This is an optimization exercise on Yosys and OpenROAD, whose aim is small area, not a production implementation.
Function was checked by simulation only, so behaviour that the tests miss may differ from the original.
No activity file was given, so power comes from the tool's default toggle rates.

File: flow/config.mk
export PLATFORM = sky130hd
export DESIGN_NAME = Proyectomatas
export DESIGN_NICKNAME = Proyectomatas
export VERILOG_FILES = /design/flow/design.v
export SDC_FILE = /design/flow/constraint.sdc
export NUM_CORES = 4
export LEC_CHECK = 0
export CAP_MARGIN = 20
export CORE_MARGIN = 2
export CORE_UTILIZATION = 40
export PLACE_DENSITY = 0.6
export SLEW_MARGIN = 20
File: flow/constraint.sdc
create_clock -name core_clock -period 10.0 [get_ports {clk}]
set_input_delay 2.0000 -clock core_clock [delete_from_list [all_inputs] [get_ports {clk}]]
set_output_delay 2.0000 -clock core_clock [all_outputs]
set_load 0.01 [all_outputs]
File: flow/design.v
module bomba #(
    parameter [35:0] SEGUNDO = 36'd50_000    
)(
    input  wire clk,         
    input  wire reset,       
    input  wire activar,     
    output reg  led          
);
    localparam [35:0] TIEMPO_REV  = SEGUNDO * 10;   
    localparam [35:0] TIEMPO_ON   = SEGUNDO * 3;     
    reg [35:0] contador;
    reg [35:0] contador_on;
    always @(posedge clk) begin
      if (reset == 1'b0) begin
        contador    <= 36'd0;
        contador_on <= 36'd0;
        led         <= 1'b0;
      end else begin
        if (contador >= TIEMPO_REV) begin
            contador <= 0;
				if (activar) begin
                led <= 1'b0;           
                contador_on <= 0;      
            end
        end else begin
            contador <= contador + 1;
        end
        if (led == 1'b0) begin
            if (contador_on >= TIEMPO_ON) begin
                led <= 1'b1;           
            end else begin
                contador_on <= contador_on + 1;
            end
        end
      end
    end
endmodule
module LCD1602_controller #(parameter NUM_COMMANDS = 4, 
                                      NUM_DATA_ALL = 32,  
                                      NUM_DATA_PERLINE = 16,
                                      DATA_BITS = 8,
                                      COUNT_MAX = 800000)(
    input clk,            
    input reset,          
    input ready_i,
	 input sel_text_i,
    output reg rs,       
    output rw,
    output enable,    
    output reg [DATA_BITS-1:0] data
);
localparam IDLE = 3'b000;
localparam CONFIG_CMD1 = 3'b001;
localparam WR_STATIC_TEXT_1L = 3'b010;
localparam CONFIG_CMD2 = 3'b011;
localparam WR_STATIC_TEXT_2L = 3'b100;
localparam WRITE_DYNAMIC_TEXT = 3'b101;
localparam SET_COURSOR = 2'b00;
localparam WRITE_C = 2'b01;
localparam WRITE_D = 2'b10;
localparam WRITE_U = 2'b11;
reg [2:0] fsm_state;
reg [2:0] next_state;
reg clk_16ms;
reg [1:0] sel_dynamic_state;
reg sel_use_coursor;
localparam CLEAR_DISPLAY = 8'h01;
localparam SHIFT_CURSOR_RIGHT = 8'h06;
localparam DISPON_CURSOROFF = 8'h0C;
localparam DISPON_CURSORBLINK = 8'h0E;
localparam LINES2_MATRIX5x8_MODE8bit = 8'h38;
localparam START_2LINE = 8'hC0;
reg [$clog2(COUNT_MAX)-1:0] clk_counter;
reg [$clog2(NUM_COMMANDS):0] command_counter;
reg [$clog2(NUM_DATA_PERLINE):0] data_counter;
reg [DATA_BITS-1:0] static_data_mem [0: NUM_DATA_ALL-1];
reg [DATA_BITS-1:0] config_mem_q;
reg [DATA_BITS-1:0] input_data_q;
reg [3:0] text_offset;
reg [3:0] in_counter;
initial begin
    $readmemh("estatico.hex", static_data_mem);
end
always @(*) begin
    case (command_counter[1:0])
        2'd0: config_mem_q = LINES2_MATRIX5x8_MODE8bit;
        2'd1: config_mem_q = SHIFT_CURSOR_RIGHT;
        2'd2: config_mem_q = DISPON_CURSOROFF;
        default: config_mem_q = CLEAR_DISPLAY;
    endcase
end
always @(*) begin
    case (text_offset + in_counter)
        4'd0: input_data_q = 8'h76;
        4'd1: input_data_q = 8'h61;
        4'd2: input_data_q = 8'h63;
        4'd3: input_data_q = 8'h69;
        4'd4: input_data_q = 8'h6F;
        4'd5: input_data_q = 8'h6C;
        4'd6: input_data_q = 8'h6C;
        4'd7: input_data_q = 8'h65;
        4'd8: input_data_q = 8'h6E;
        4'd9: input_data_q = 8'h6F;
        default: input_data_q = 8'h00;
    endcase
end
wire tick_16ms = (clk_counter == COUNT_MAX-1) && !clk_16ms;
always @(posedge clk) begin
    if (reset == 0) begin
        clk_16ms <= 1'b0;
        clk_counter <= 'b0;
    end else if (clk_counter == COUNT_MAX-1) begin
        clk_16ms <= ~clk_16ms;
        clk_counter <= 'b0;
    end else begin
        clk_counter <= clk_counter + 1;
    end
end
always @(posedge clk)begin
    if(reset == 0)begin      
        fsm_state <= IDLE;
    end else if (tick_16ms) begin
        fsm_state <= next_state; 
    end
end
always @(*) begin  
    case(fsm_state)   
        IDLE: begin
            next_state <= (ready_i)? CONFIG_CMD1 : IDLE;
        end
        CONFIG_CMD1: begin 
            next_state <= (command_counter == NUM_COMMANDS)? WR_STATIC_TEXT_1L : CONFIG_CMD1;
        end
        WR_STATIC_TEXT_1L:begin
			next_state <= (data_counter == NUM_DATA_PERLINE)? CONFIG_CMD2 : WR_STATIC_TEXT_1L;
        end
        CONFIG_CMD2: begin 
            next_state <= WR_STATIC_TEXT_2L;
        end
		WR_STATIC_TEXT_2L: begin
			next_state <= (data_counter == NUM_DATA_PERLINE)? WRITE_DYNAMIC_TEXT : WR_STATIC_TEXT_2L;
		end
        default: next_state =WRITE_DYNAMIC_TEXT;
    endcase
end
always @(posedge clk) begin
    if (reset == 0) begin
        command_counter <= 'b0;
        data_counter <= 'b0;
		  data <= 'b0;
		  text_offset <= 'b0;
		  in_counter <= 'b0;
        rs <= 1'b0;
        sel_dynamic_state <= SET_COURSOR;
    end else if (tick_16ms) begin
        case (next_state)
            IDLE: begin
                command_counter <= 'b0;
                data_counter <= 'b0;
                rs <= 1'b0;  
                data  <= 'b0;
            end
            CONFIG_CMD1: begin
			    rs <= 1'b0; 	
                command_counter <= command_counter + 1;
				data <= config_mem_q;
            end
            WR_STATIC_TEXT_1L: begin
                data_counter <= data_counter + 1;
                rs <= 1'b1;   
				data <= static_data_mem[data_counter];
            end
            CONFIG_CMD2: begin
                data_counter <= 'b0;
				rs <= 1'b0; 
				data <= START_2LINE;
            end
			WR_STATIC_TEXT_2L: begin
                data_counter <= data_counter + 1;
                rs <= 1'b1; 
				data <= static_data_mem[NUM_DATA_PERLINE + data_counter];
                sel_dynamic_state <= SET_COURSOR;
            end
            WRITE_DYNAMIC_TEXT: begin  
                case (sel_dynamic_state)
                    SET_COURSOR: begin
                        rs <= 1'b0;
							   in_counter <= 'b0;
                        data <= START_2LINE;  
                        sel_dynamic_state <= WRITE_C; 
								if(sel_text_i)begin
									text_offset <= 4'b0101;
								end else begin 
									text_offset <= 4'b0000;
								end
                    end
                    WRITE_C: begin
                        rs <= 1'b1;
								in_counter <= in_counter + 1;
                        data <= input_data_q;  
								if (in_counter == 4'd4) begin	
									sel_dynamic_state <= SET_COURSOR;  
								end
                    end
                endcase
            end
        endcase
    end
end
assign enable = clk_16ms;
assign rw = 1'b0;
endmodule
module Proyectomatas #(
    parameter NUM_COMMANDS = 4, 
    parameter NUM_DATA_ALL = 32,  
    parameter NUM_DATA_PERLINE = 16,
    parameter DATA_BITS = 8,
    parameter COUNT_MAX = 800
)(
    input  wire clk,            
    input  wire reset,          
    input  wire ready_i,
    input  wire sel_text_i,
    input  wire activar,   
    output wire led,         
    output wire rs,       
    output wire rw,
    output wire enable,    
    output wire [DATA_BITS-1:0] data
);
    bomba u0 (
        .clk(clk), 
        .reset(reset),
        .activar(activar), 
        .led(led)
    );
    LCD1602_controller #(
        .NUM_COMMANDS(NUM_COMMANDS),
        .NUM_DATA_ALL(NUM_DATA_ALL),
        .NUM_DATA_PERLINE(NUM_DATA_PERLINE),
        .DATA_BITS(DATA_BITS),
        .COUNT_MAX(COUNT_MAX)
    ) u1 (
        .clk(clk),
        .reset(reset),
        .ready_i(ready_i),
        .sel_text_i(sel_text_i),
        .rs(rs),
        .rw(rw),
        .enable(enable),
        .data(data)
    );
endmodule
File: flow/estatico.hex
45
73
74
61
64
6F
20
54
61
6E
71
75
65
3A
20
20
20
20
20
20
20
20
20
20
20
20
20
20
20
20
20
20
File: flow/run.sh
#!/bin/bash
# synth_recipe.tcl (not shown) runs the flow's synth.tcl, then flattens the netlist and writes it again
# the make line also repeats each setting of config.mk as NAME=value (left out here)
make -C /OpenROAD-flow-scripts/flow DESIGN_CONFIG=/design/flow/config.mk WORK_HOME=/design/flow/orfs CLKGATE_MAP_FILE= SYNTH_SCRIPT=/design/flow/synth_recipe.tcl finish
==> impl_metrics.py, run 1 <==
metrics = {
    "status": {
        "status": "timing/DRC/antenna clean",
    },
    "floorplanning": {
        "die_x_um": 122,
        "core-area_um2": 13700,
        "start_util_pct": 40.6,
        "die-area_um2": 14900,
        "die_h_um": 122,
        "num_rows": 43,
        "io_pins": 17,
    },
    "worst_setup_path": {
        "crit_slowest_cell": "clkinv_1",
        "cp_data_arrival_time_ps": 4730,
        "cp-end-kind": "flop",
        "critPathKind": "input pin to flop",
        "crit_required_ps": 10320,
        "path_max_fanout": 27,
        "cp_cell_sequence": "clkdlybuf4s50_1 -> buf_4 -> clkinv_1 -> a211o_1 -> mux2i_1 -> o21ai_1 -> o32ai_1",
        "critPathMaxStageDelay_ps": 680,
        "worstSetupStartpointType": "input pin",
    },
    "timing": {
        "finalHoldViolCount": 0,
        "setup_viol": 0,
        "finClkSkew_ps": 8.84,
        "finalCritPeriodShare_pct": 44.1,
        "fin_ws_ps": 5590,
        "slew_headroom_pct": 41.5,
        "fin_tns_setup_ps": 0,
        "timing.fmax_mhz": 227,
        "slew_violations": 0,
        "grt_setup_unrepaired": "no",
        "min_period_ps": 4410,
        "worst_pin_slew_ps": 869,
    },
    "global_route": {
        "overflow": 0,
        "grt_pass1_vias": 4307,
        "grt_pass1_wl_um": 20600,
        "grt_antenna_before_repair": 0,
        "grtUsageTotal_pct": 17.7,
        "grt_max_degree": 28,
    },
    "route": {
        "dr.pass1.iters": 5,
        "vias": 4509,
        "vias_per_cell": 5.34,
        "ant_nets": 0,
        "drt_wl_total_um": 12300,
        "drc": 0,
        "dr.first_iter.drc_count": 340,
        "wire_per_inst_um": 14.6,
    },
    "cts": {
        "root_buffer": "clkbuf_16",
        "cts_setup_buffers": 0,
        "clkSinkCount": 117,
        "clock_path_buffers": 2,
        "cts_tree": "built",
        "numCtsBuffers": 17,
        "clock_latency_ps": 410,
        "hold_buffers": 0,
        "ctsHtreeMaxLevel": 4,
        "cts_resized": 0,
        "clkTransAtPathRegs_ps": 50,
    },
    "synthesis": {
        "synth_cells": 625,
        "synth.avg_cell_area_um2": 8.90,
        "synth_area_leaders": "dfxtp_1 42%, ha_1 6.7%, nor2_1 4.3%",
        "synthTopCellsByCount": "117 x dfxtp_1, 64 x nor2_1, 51 x nand2_1, 35 x a21oi_1, 30 x ha_1",
        "synth-seq-cells": 117,
        "synth_area_um2": 5560,
        "synth.distinct_cells": 68,
        "async_flop_share_pct": 0,
        "synth_flop_cell": "dfxtp_1",
        "synth_top_area_cell": "dfxtp_1",
        "yosys_warnings": 2,
        "yosysMostFrequentCell": "dfxtp_1",
        "synth_edf_count": 0,
        "netlist.area_leader.share_pct": 42.1,
        "ys_seq_area_share_pct": 42.1,
    },
    "placed_design": {
        "io_buffers": 15,
        "dpl_worst_slack_ps": 5170,
        "gp_congestion": 0.886,
        "dp_hpwl_um": 8460,
    },
    "power_and_ir_drop": {
        "peakVddDrop_mv": 0.124,
        "p_per_area_nw_per_um2": 167,
        "leakagePower_nw": 2.37,
    },
    "cells_and_area": {
        "diodes": 0,
        "area_growth_syn_to_layout_pct": 16.4,
        "num-fill-cells": 1295,
        "drive_gt1_share_pct": 7.52,
        "multi_input_area_um2": 3070,
        "seq_area_um2": 2340,
        "fin_nets": 689,
    },
    "job": {
        "max-cap-violations": 0,
    },
    "worst_hold_path": {
        "worstHoldPathType": "flop to flop",
    },
}
## path summary, 6_finish.rpt
path	from	to	slack, ps	cells past startpoint
max	reset	flop	5590	7
min	u0.contador_on[20]	u0.contador_on[20]	460	1
max reg2reg	u1.data_counter[0]	flop	6460	12
min reg2reg	u0.contador_on[20]	u0.contador_on[20]	460	1
## report_power, final
part / switching, mW / total [mW] / leakage, nW / internal, mW
sequential: 0.00414 / 0.477 / 0.950 / 0.473
clock: 0.207 / 0.575 / 0.271 / 0.367
combinational: 0.0189 / 0.0285 / 1.15 / 0.00963
total: 0.230 / 1.08 / 2.37 / 0.850
## sequential cells by signal, indices dropped and copies added (netlist names), named ones only
| signal | count |
|---|---|
| u1.clk_16ms | 1 |
| u1.command_counter | 3 |
| u0.contador | 36 |
| u1.in_counter | 4 |
| u1.sel_dynamic_state | 1 |
| u1.text_offset | 1 |
| u1.clk_counter | 10 |
| u1.data | 8 |
| u1.fsm_state | 3 |
| u0.led | 1 |
| u1.data_counter | 5 |
| u0.contador_on | 36 |
| u1.rs | 1 |
## layout by cell type (no fill, tap or decap), types with 17 or more instances in the layout
master,instances
inv_1,26
xor2_1,19
o21ai_0,24
conb_1,18
ha_1,30
nand2_1,51
dfxtp_1,117
nor2_1,64
clkbuf_16,17
and2_1,20
nand3_1,26
a21oi_1,35
## metrics by stage
| stage | area, um2 | instances | util [%] | power, mW | hold WS, ps |
|---|---|---|---|---|---|
| 6_report | 6480 | 845 | 47.2 | 1.08 | 458 |
| 5_1_grt | 6480 | 845 | 47.2 | 1.12 | 467 |
| 4_1_cts | 6470 | 845 | 47.2 | 1.09 | 460 |
| 3_5_place_dp | 5920 | 815 | 43.1 | 0.515 | 447 |
| 3_3_place_gp | 5920 | 815 | 43.1 | 0.514 | 437 |
| 2_1_floorplan | 5630 | 642 | - | 0.506 | 425 |
## cell type report
cell class,instances,area share [%]
Multi-Input combinational cell,472,47.4
Sequential cell,117,36.2
Inverter,28,1.70
Tap cell,180,3.48
Timing Repair Buffer,18,2.67
Clock inverter,10,1.68
Clock buffer,20,6.90
## logic make-up after synthesis
kind of cell               after synthesis  synth area share (%)
muxes                                   13                  2.65
DFF                                    117                  42.1
buffers and inverters                   53                  3.94
other                                    1                0.0674
xor gates and xnor gates                31                  4.88
AOI/OAI and AO/OA                      137                  16.3
adders and majority gates               30                  6.75
and+or+nand+nor                        243                  23.4
## critical path, delay by kind of cell
kind / cells / cell delay, ps
muxes: 1 / 330
buffers and inverters: 3 / 1390
AOI/OAI and AO/OA: 3 / 990
## per-layer routing
layer | up-vias | GRT usage (%) | wire length [um]
met5 | - | 0 | 0
met1 | 2098 | 22.2 | 5700
met2 | 108 | 27.7 | 5680
met3 | 27 | 4.82 | 590
li1 | 2276 | - | -
met4 | 0 | 9.34 | 323
==> inputs of run 2 (changes only) <==
==> flow/design.v (replaced) <==
module bomba (
    input  wire clk,
    input  wire reset,       
    input  wire activar,
    output reg  led          
);
    localparam [18:0] SEED = 19'b1010101100010111010;
    localparam [18:0] K500 = 19'b0000001010100011110;   
    localparam [18:0] DIFF = 19'b0000000000000100000;   
    localparam [18:0] POL  = 19'b1010101010101010101;
    reg  [18:0] b;
    wire [18:0] v = b ^ POL;
    wire m18  = ((v ^ K500) & ~DIFF) == 19'd0;     
    wire wrap = m18 & ((v & DIFF) == (K500 & DIFF));  
    wire fb   = ~(v[18] ^ v[17] ^ v[16] ^ v[13]);
    wire [18:0] vn = (!reset || wrap) ? SEED : {v[17:0], fb};
    always @(posedge clk) begin
        b <= vn ^ POL;
        if (!reset)
            led <= 1'b0;
        else if (led)
            led <= ~(wrap & activar);
        else
            led <= m18;    
    end
endmodule
module LCD1602_controller (
    input  wire clk,
    input  wire reset,
    input  wire ready_i,
    input  wire sel_text_i,
    output wire rs,
    output wire rw,
    output wire enable,
    output wire [7:0] data
);
    localparam [9:0] DSEED = 10'd0;
    localparam [9:0] DTERM = DTERM_F(0);
    function [9:0] DTERM_F(input integer dummy);
        integer i; reg [9:0] s;
        begin
            s = DSEED;
            for (i = 0; i < 799; i = i + 1) s = {s[8:0], ~(s[9] ^ s[6])};
            DTERM_F = s;
        end
    endfunction
    reg [9:0] d;
    reg e;
    wire dterm = (d == DTERM);
    wire tick = dterm & ~e;
    always @(posedge clk) begin
        if (!reset) begin
            d <= DSEED;
            e <= 1'b0;
        end else begin
            d <= dterm ? DSEED : {d[8:0], ~(d[9] ^ d[6])};
            e <= e ^ dterm;
        end
    end
    reg [5:0] pos;
    reg sel;
    always @(posedge clk) begin
        if (!reset) begin
            pos <= 6'd0;
            sel <= 1'b0;
        end else if (tick) begin
            if (pos == 6'd0) pos <= ready_i ? 6'd1 : 6'd0;
            else if (pos == 6'd43) pos <= 6'd38;
            else pos <= pos + 6'd1;
            if (pos == 6'd37 || pos == 6'd43) sel <= sel_text_i;
        end
    end
    reg [8:0] o;
    always @(*) begin
        case (pos)
            6'd0:  o = 9'h000;
            6'd1:  o = 9'h038;
            6'd2:  o = 9'h006;
            6'd3:  o = 9'h00C;
            6'd4:  o = 9'h001;
            6'd5:  o = 9'h145;
            6'd6:  o = 9'h173;
            6'd7:  o = 9'h174;
            6'd8:  o = 9'h161;
            6'd9:  o = 9'h164;
            6'd10: o = 9'h16F;
            6'd11: o = 9'h120;
            6'd12: o = 9'h154;
            6'd13: o = 9'h161;
            6'd14: o = 9'h16E;
            6'd15: o = 9'h171;
            6'd16: o = 9'h175;
            6'd17: o = 9'h165;
            6'd18: o = 9'h13A;
            6'd19: o = 9'h120;
            6'd20: o = 9'h120;
            6'd21: o = 9'h0C0;
            6'd38: o = 9'h0C0;
            6'd39: o = sel ? 9'h16C : 9'h176;
            6'd40: o = sel ? 9'h16C : 9'h161;
            6'd41: o = sel ? 9'h165 : 9'h163;
            6'd42: o = sel ? 9'h16E : 9'h169;
            6'd43: o = 9'h16F;
            default: o = 9'h120;    
        endcase
    end
    assign rs = o[8];
    assign data = o[7:0];
    assign enable = e;
    assign rw = 1'b0;
endmodule
module Proyectomatas #(
    parameter NUM_COMMANDS = 4,
    parameter NUM_DATA_ALL = 32,
    parameter NUM_DATA_PERLINE = 16,
    parameter DATA_BITS = 8,
    parameter COUNT_MAX = 800
)(
    input  wire clk,
    input  wire reset,
    input  wire ready_i,
    input  wire sel_text_i,
    input  wire activar,
    output wire led,
    output wire rs,
    output wire rw,
    output wire enable,
    output wire [DATA_BITS-1:0] data
);
    bomba u0 (
        .clk(clk),
        .reset(reset),
        .activar(activar),
        .led(led)
    );
    LCD1602_controller u1 (
        .clk(clk),
        .reset(reset),
        .ready_i(ready_i),
        .sel_text_i(sel_text_i),
        .rs(rs),
        .rw(rw),
        .enable(enable),
        .data(data)
    );
endmodule
removed: flow/estatico.hex
==> run 2 against run 1 <==
Still clean on timing, DRC and antenna. Clock skew shrank 1.0 ps. Die area down 60%. Sequential cell count is 79 lower. Final area down 64%. First-iteration DRC count down 73%. Final cell count fell by 63%. Clock power down 78%. Critical path type is now flop to primary output.
==> impl_metrics.py, run 2 <==
metrics = {
    "status": {
        "status": "timing/DRC/antenna clean",
    },
    "cells_and_area": {
        "largest_register_ffs": 19,
        "final_cell_mix": "38 x dfxtp_1, 21 x nor2_1, 16 x nand2_1",
        "fin_nets": 252,
        "area_growth_syn_to_layout_pct": 9.31,
        "diodes": 0,
        "reg_top3": "u0.b: 19 flops, u1.d: 10 flops, u1.pos: 6 flops",
        "regMostFlops": "u0.b",
        "postLayoutCellArea_um2": 2350,
        "final_common_cell": "dfxtp_1",
        "drive_gt1_share_pct": 7.85,
    },
    "global_route": {
        "gr-usage-met1_pct": 18.6,
        "grtUsageTotal_pct": 14.5,
        "grt_use_met2_pct": 24.5,
        "grt_pass1_wl_um": 7200,
        "overflow": 0,
        "grt_antenna_before_repair": 0,
        "grt_busiest_layer": "met2",
        "grt_use_met3_pct": 2.56,
        "grt_max_degree": 37,
        "grt_pass1_vias": 1562,
    },
    "worst_setup_path": {
        "cp_cell_sequence": "nor3b_1 -> nor2b_1 -> nor4b_4 -> o311ai_1 -> clkdlybuf4s50_1",
        "crit_slowest_cell": "dfxtp_1",
        "critPathBufInv": 1,
        "r2r-start": "u1.d[3]",
        "critPathKind": "flop to primary output",
        "path_max_fanout": 31,
        "worstSetupStartpointType": "flop",
        "startpoint": "u1.pos[3]",
        "critical-path-top-delay-family": "flip-flops",
        "cp-end-kind": "primary output",
        "cp_data_arrival_time_ps": 2770,
        "critPathMaxStageDelay_ps": 930,
        "crit_required_ps": 8000,
    },
    "cts": {
        "cts_resized": 0,
        "hold_buffers": 0,
        "clkTransAtPathRegs_ps": 70,
        "cts_setup_buffers": 0,
        "ctsHtreeMaxLevel": 2,
        "cts_tree": "built",
        "clock_latency_ps": 290,
        "clkSinkCount": 38,
        "clock_path_buffers": 2,
        "root_buffer": "clkbuf_8",
        "numCtsBuffers": 5,
    },
    "synthesis": {
        "synth.avg_cell_area_um2": 9.04,
        "synth_area_leaders": "dfxtp_1 35%, nor2_1 3.7%, ha_1 3.5%",
        "netlist.area_leader.share_pct": 35.4,
        "synth_area_um2": 2150,
        "synth_cells": 238,
        "async_flop_share_pct": 0,
        "synth_flop_cell": "dfxtp_1",
        "synth_edf_count": 0,
        "synth_top_area_cell": "dfxtp_1",
        "synth.distinct_cells": 67,
        "synthTopCellsByCount": "38 x dfxtp_1, 21 x nor2_1, 16 x nand2_1, 10 x inv_1, 10 x nor2b_1",
        "yosysMostFrequentCell": "dfxtp_1",
        "synth-seq-cells": 38,
        "yosys_warnings": 2,
        "ys_seq_area_share_pct": 35.4,
    },
    "worst_hold_path": {
        "worstHoldPathType": "flop to flop",
        "hold_start": "u0.b[1]",
    },
    "placed_design": {
        "dp_hpwl_um": 2820,
        "gp_congestion": 0.783,
        "placed_cell_area_um2": 2240,
        "io_buffers": 15,
    },
    "route": {
        "vias_per_cell": 5.44,
        "drt_wl_total_um": 4200,
        "dr.pass1.iters": 4,
        "ant_nets": 0,
        "vias": 1696,
        "dr.first_iter.drc_count": 93,
        "wire_per_inst_um": 13.5,
        "drc": 0,
    },
    "job": {
        "max-cap-violations": 0,
    },
    "timing": {
        "finalHoldViolCount": 0,
        "timing.fmax_mhz": 210,
        "finalCritPeriodShare_pct": 47.7,
        "holdWs_ps": 377,
        "finClkSkew_ps": 7.80,
        "fin_tns_setup_ps": 0,
        "slew_headroom_pct": 38.2,
        "slew_violations": 0,
        "min_period_ps": 4770,
        "grt_setup_unrepaired": "no",
        "setup_viol": 0,
        "worst_pin_slew_ps": 926,
    },
    "power_and_ir_drop": {
        "peakVddDrop_mv": 0.124,
        "p_per_area_nw_per_um2": 126,
        "leakagePower_nw": 0.923,
    },
    "floorplanning": {
        "num_rows": 26,
        "io_pins": 17,
        "start_util_pct": 41.8,
        "die-area_um2": 5980,
        "die_x_um": 77.3,
        "core-area_um2": 5140,
        "die_h_um": 77.3,
    },
}
-- run 2: cell types whose count changed in the layout (fill, tap and decap cells not counted), sizes merged, moves of 20 or more --
cell   delta
nor2     -43
a21oi    -28
dfxtp    -79
ha       -24
o21ai    -25
nand3    -20
nand2    -35
-- run 2: logic make-up (layout without fill, tap and decap cells) --
group / Yosys count / count (layout) / share of synthesized area, %
simple gates: 109 / 109 / 31.1
compound gates: 45 / 45 / 16.9
flops: 38 / 38 / 35.4
buf+inv: 30 / 34 / 8.78
fa+ha+maj: 6 / 6 / 3.49
xor+xnor: 5 / 5 / 2.04
mux: 4 / 4 / 2.15
other cells: 1 / 1 / 0.174
-- run 2: per-stage QoR --
stage               setup WS, ps  instances  utilization [%]  power, mW
finish                      5230        312             45.7      0.296
global route                5060        312             45.7      0.308
CTS                         5230        312             45.7      0.299
detailed placement          5560        304             43.7      0.176
global placement            5610        304             43.7      0.176
floorplan                   6310        238                -      0.172
-- run 2: metal layers --
layer / share of wire [%] / vias to the layer above
met1: 47 / 798
li1: - / 860
met2: 48 / 32
met4: 1.3 / 0
met3: 3.8 / 6
met5: 0 / -
-- run 2: where the power goes --
group          total (mW)  switching (mW)  internal (mW)
Sequential          0.161         0.00343          0.158
Clock               0.124          0.0493         0.0746
Combinational      0.0108         0.00514        0.00562
-- run 2: worst paths after layout --
path / end / slack, ps / depth (start not counted)
worst min register to register: u0.b[2] / 380 / 1
worst max-delay path: data[5] / 5230 / 5
worst max register to register: u1.pos[5] / 7810 / 8
worst min-delay path: u0.b[2] / 380 / 1
-- run 2: final cells by class --
cell class                 count  area (um2)
clock buffer                   7        76.3
clock inverter                 1        30.0
fill                         545        2790
inverter                      10        37.5
multi-input combinational    170        1200
sequential                    38         761
tap                           70        87.6
timing repair buffer          16         158
==> inputs of run 3 (changes only) <==
--- a/flow/config.mk
+++ b/flow/config.mk
@@ -5,6 +5,7 @@
 export SDC_FILE = /design/flow/constraint.sdc
 export NUM_CORES = 4
 export LEC_CHECK = 0
+export ABC_AREA = 1
 export CAP_MARGIN = 20
 export CORE_MARGIN = 2
 export CORE_UTILIZATION = 40
==> run 3 against run 2 <==
Still clean. Fmax rose by 8.6%. Sequential share of layout area increased by 0.63 points. Register-to-register slack better by 310 ps. Clock-buffer cell count is 1 lower. Global-route usage grew 1.7 points. Area after synthesis decreased by 8.3%. First-iteration DRC count grew 1.1%. Die area is 7.8% lower. Sequential cell count unchanged. Via count fell by 0.83%. Largest power group unchanged.
==> impl_metrics.py, run 3 <==
metrics = {
    "synthesis": {
        "synth-seq-cells": 38,
        "synth_area_leaders": "dfxtp_1 39%, nand2_1 9.9%, nor2_1 8.2%",
        "ys_seq_area_share_pct": 38.6,
        "synth.distinct_cells": 32,
        "synth_cells": 274,
        "synthTopCellsByCount": "52 x nand2_1, 43 x nor2_1, 38 x dfxtp_1, 31 x inv_1, 29 x nand3_1",
        "synth_edf_count": 0,
        "synth_area_um2": 1970,
        "synth_flop_cell": "dfxtp_1",
        "yosysMostFrequentCell": "nand2_1",
        "netlist.area_leader.share_pct": 38.6,
        "synth_top_area_cell": "dfxtp_1",
        "yosys_warnings": 2,
        "async_flop_share_pct": 0,
        "synth.avg_cell_area_um2": 7.20,
    },
    "global_route": {
        "grt_antenna_before_repair": 0,
        "grt_max_degree": 13,
        "overflow": 0,
        "grtUsageTotal_pct": 16.2,
        "grt_pass1_vias": 1634,
        "grt_pass1_wl_um": 6990,
    },
    "floorplanning": {
        "core-area_um2": 4750,
        "die_x_um": 74.2,
        "num_rows": 25,
        "start_util_pct": 41.5,
        "die-area_um2": 5510,
        "io_pins": 17,
        "die_h_um": 74.2,
    },
    "timing": {
        "grt_setup_unrepaired": "no",
        "finClkSkew_ps": 6.20,
        "timing.fmax_mhz": 228,
        "setup_viol": 0,
        "finalHoldViolCount": 0,
        "min_period_ps": 4390,
        "fin_tns_setup_ps": 0,
        "holdWs_ps": 383,
        "slew_violations": 0,
        "finalCritPeriodShare_pct": 43.9,
    },
    "worst_setup_path": {
        "path_max_fanout": 7,
        "startpoint": "u1.pos[0]",
        "crit_required_ps": 8000,
        "cp-end-kind": "primary output",
        "r2r-start": "u1.d[6]",
        "critPathKind": "flop to primary output",
        "worstSetupStartpointType": "flop",
        "r2r_slack_ps": 8120,
        "cp_data_arrival_time_ps": 2390,
    },
    "cells_and_area": {
        "fin_nets": 300,
        "postLayoutCellArea_um2": 2310,
        "num-fill-cells": 497,
        "post-route-util_pct": 48.5,
        "final_common_cell": "nand2_1",
        "largest_register_ffs": 19,
        "diodes": 0,
        "drive_gt1_share_pct": 12.8,
        "area_growth_syn_to_layout_pct": 16.9,
        "multi_input_area_um2": 1040,
        "reg_top3": "u0.b: 19 flops, u1.d: 10 flops, u1.pos: 6 flops",
        "final_cell_mix": "52 x nand2_1, 43 x nor2_1, 38 x dfxtp_1",
        "seq_area_um2": 761,
        "regMostFlops": "u0.b",
    },
    "route": {
        "drt_wl_total_um": 3890,
        "dr.pass1.iters": 4,
        "drc": 0,
        "ant_nets": 0,
        "wire_per_inst_um": 10.9,
        "dr.first_iter.drc_count": 94,
        "vias": 1682,
        "vias_per_cell": 4.71,
    },
    "cts": {
        "hold_buffers": 0,
        "clock_latency_ps": 280,
        "cts_tree": "built",
        "ctsHtreeMaxLevel": 2,
        "clkTransAtPathRegs_ps": 70,
        "clkSinkCount": 38,
        "numCtsBuffers": 5,
        "clock_path_buffers": 2,
        "cts_resized": 0,
        "cts_setup_buffers": 0,
        "root_buffer": "clkbuf_8",
    },
    "placed_design": {
        "dp_hpwl_um": 3000,
        "gp_congestion": 0.850,
        "placed_cell_area_um2": 2160,
        "io_buffers": 15,
    },
    "power_and_ir_drop": {
        "p_per_area_nw_per_um2": 143,
        "peakVddDrop_mv": 0.131,
        "leakagePower_nw": 1.13,
    },
    "job": {
        "max-cap-violations": 0,
    },
    "worst_hold_path": {
        "worstHoldPathType": "flop to flop",
        "hold_start": "u0.b[5]",
    },
    "status": {
        "status": "timing/DRC/antenna clean",
    },
}
-- run 3: worst paths after layout --
| check | to | cells past startpoint |
|---|---|---|
| min reg2reg | u0.b[6] | 1 |
| min | u0.b[6] | 1 |
| max | rs | 10 |
| max reg2reg | u1.pos[4] | 7 |
-- run 3: layer usage --
metal | share of wire, % | vias to the layer above | GRT usage [%] | wire length (um)
met5 | 0 | - | 0 | 0
met4 | 1.4 | 0 | 5.75 | 54
met3 | 3.1 | 6 | 2.85 | 122
met2 | 46 | 26 | 27.3 | 1790
met1 | 49 | 748 | 20.9 | 1920
li1 | - | 902 | - | -
-- run 3: cell families after synthesis --
kind of cell,count (synthesis),share of synthesized area [%]
adders and majority gates,6,3.80
DFF,38,38.6
other,1,0.190
buffers and inverters,42,8.88
AOI/OAI and AO/OA,19,6.09
and+or+nand+nor,163,40.3
xor gates and xnor gates,5,2.22
-- run 3: final cells by class --
cell class,instances,share of cell area [%]
clock buffer,6,3.58
clock inverter,2,2.60
inverter,35,5.70
multi-input combinational,194,45.0
sequential,38,33.0
tap,67,3.64
timing repair buffer,15,6.51
-- run 3: through the flow --
| stage | std cells | power [mW] | setup WS, ps |
|---|---|---|---|
| floorplan | 274 | 0.172 | 6530 |
| global placement | 349 | 0.176 | 5890 |
| detailed placement | 349 | 0.176 | 5900 |
| CTS | 357 | 0.333 | 5580 |
| global route | 357 | 0.342 | 5390 |
| finish | 357 | 0.330 | 5610 |
-- run 3: worst max-delay path: stages (launching register included) --
cell             delay, ps
dfxtp_1                390
inv_1                  100
ha_1                   320
nand3_1                140
nor2_1                  80
nor2_4                 140
nand3_2                100
nor2_4                 130
nand3_1                100
nand2_1                 80
clkdlybuf4s50_1        530
-- run 3: report_power, final --
| group | internal [mW] | switching, mW |
|---|---|---|
| logic | 0.00532 | 0.00637 |
| clock network | 0.106 | 0.0505 |
| registers | 0.158 | 0.00324 |

## static timing again, ports no longer ideal
The flow's constraints put no driver on any port. The routed layouts listed below were extracted and timed again, unchanged, in two steps. Step 1 sets driving cells, clkbuf_16 on the clock port and buf_2 on the other inputs (assumed; they add their load-dependent delay and slew). Step 2, shift: input delay + t, output delay - t, t = (earliest + latest rising clock arrival at the registers) / 2. This alone moves slack from input paths to output paths. Slacks: ideal ports / drivers / drivers and shift; pairs: ideal ports / drivers.
| run | t, ns | setup WS [ns] | worst data-port slew with drivers (ns) |
|---|---|---|---|
| run 1 | 0.451 | 5.586 / 5.601 / 5.150 | 0.03 |
| run 2 | 0.305 | 5.234 / 5.211 / 5.516 | 0.03 |
| run 3 | 0.301 | 5.613 / 5.589 / 5.891 | 0.03 |
After both steps setup and hold are still met in every run listed. For run 1, which loses most, drivers alone change the setup slack by +0.015 ns; drivers and shift together by -0.436 ns.
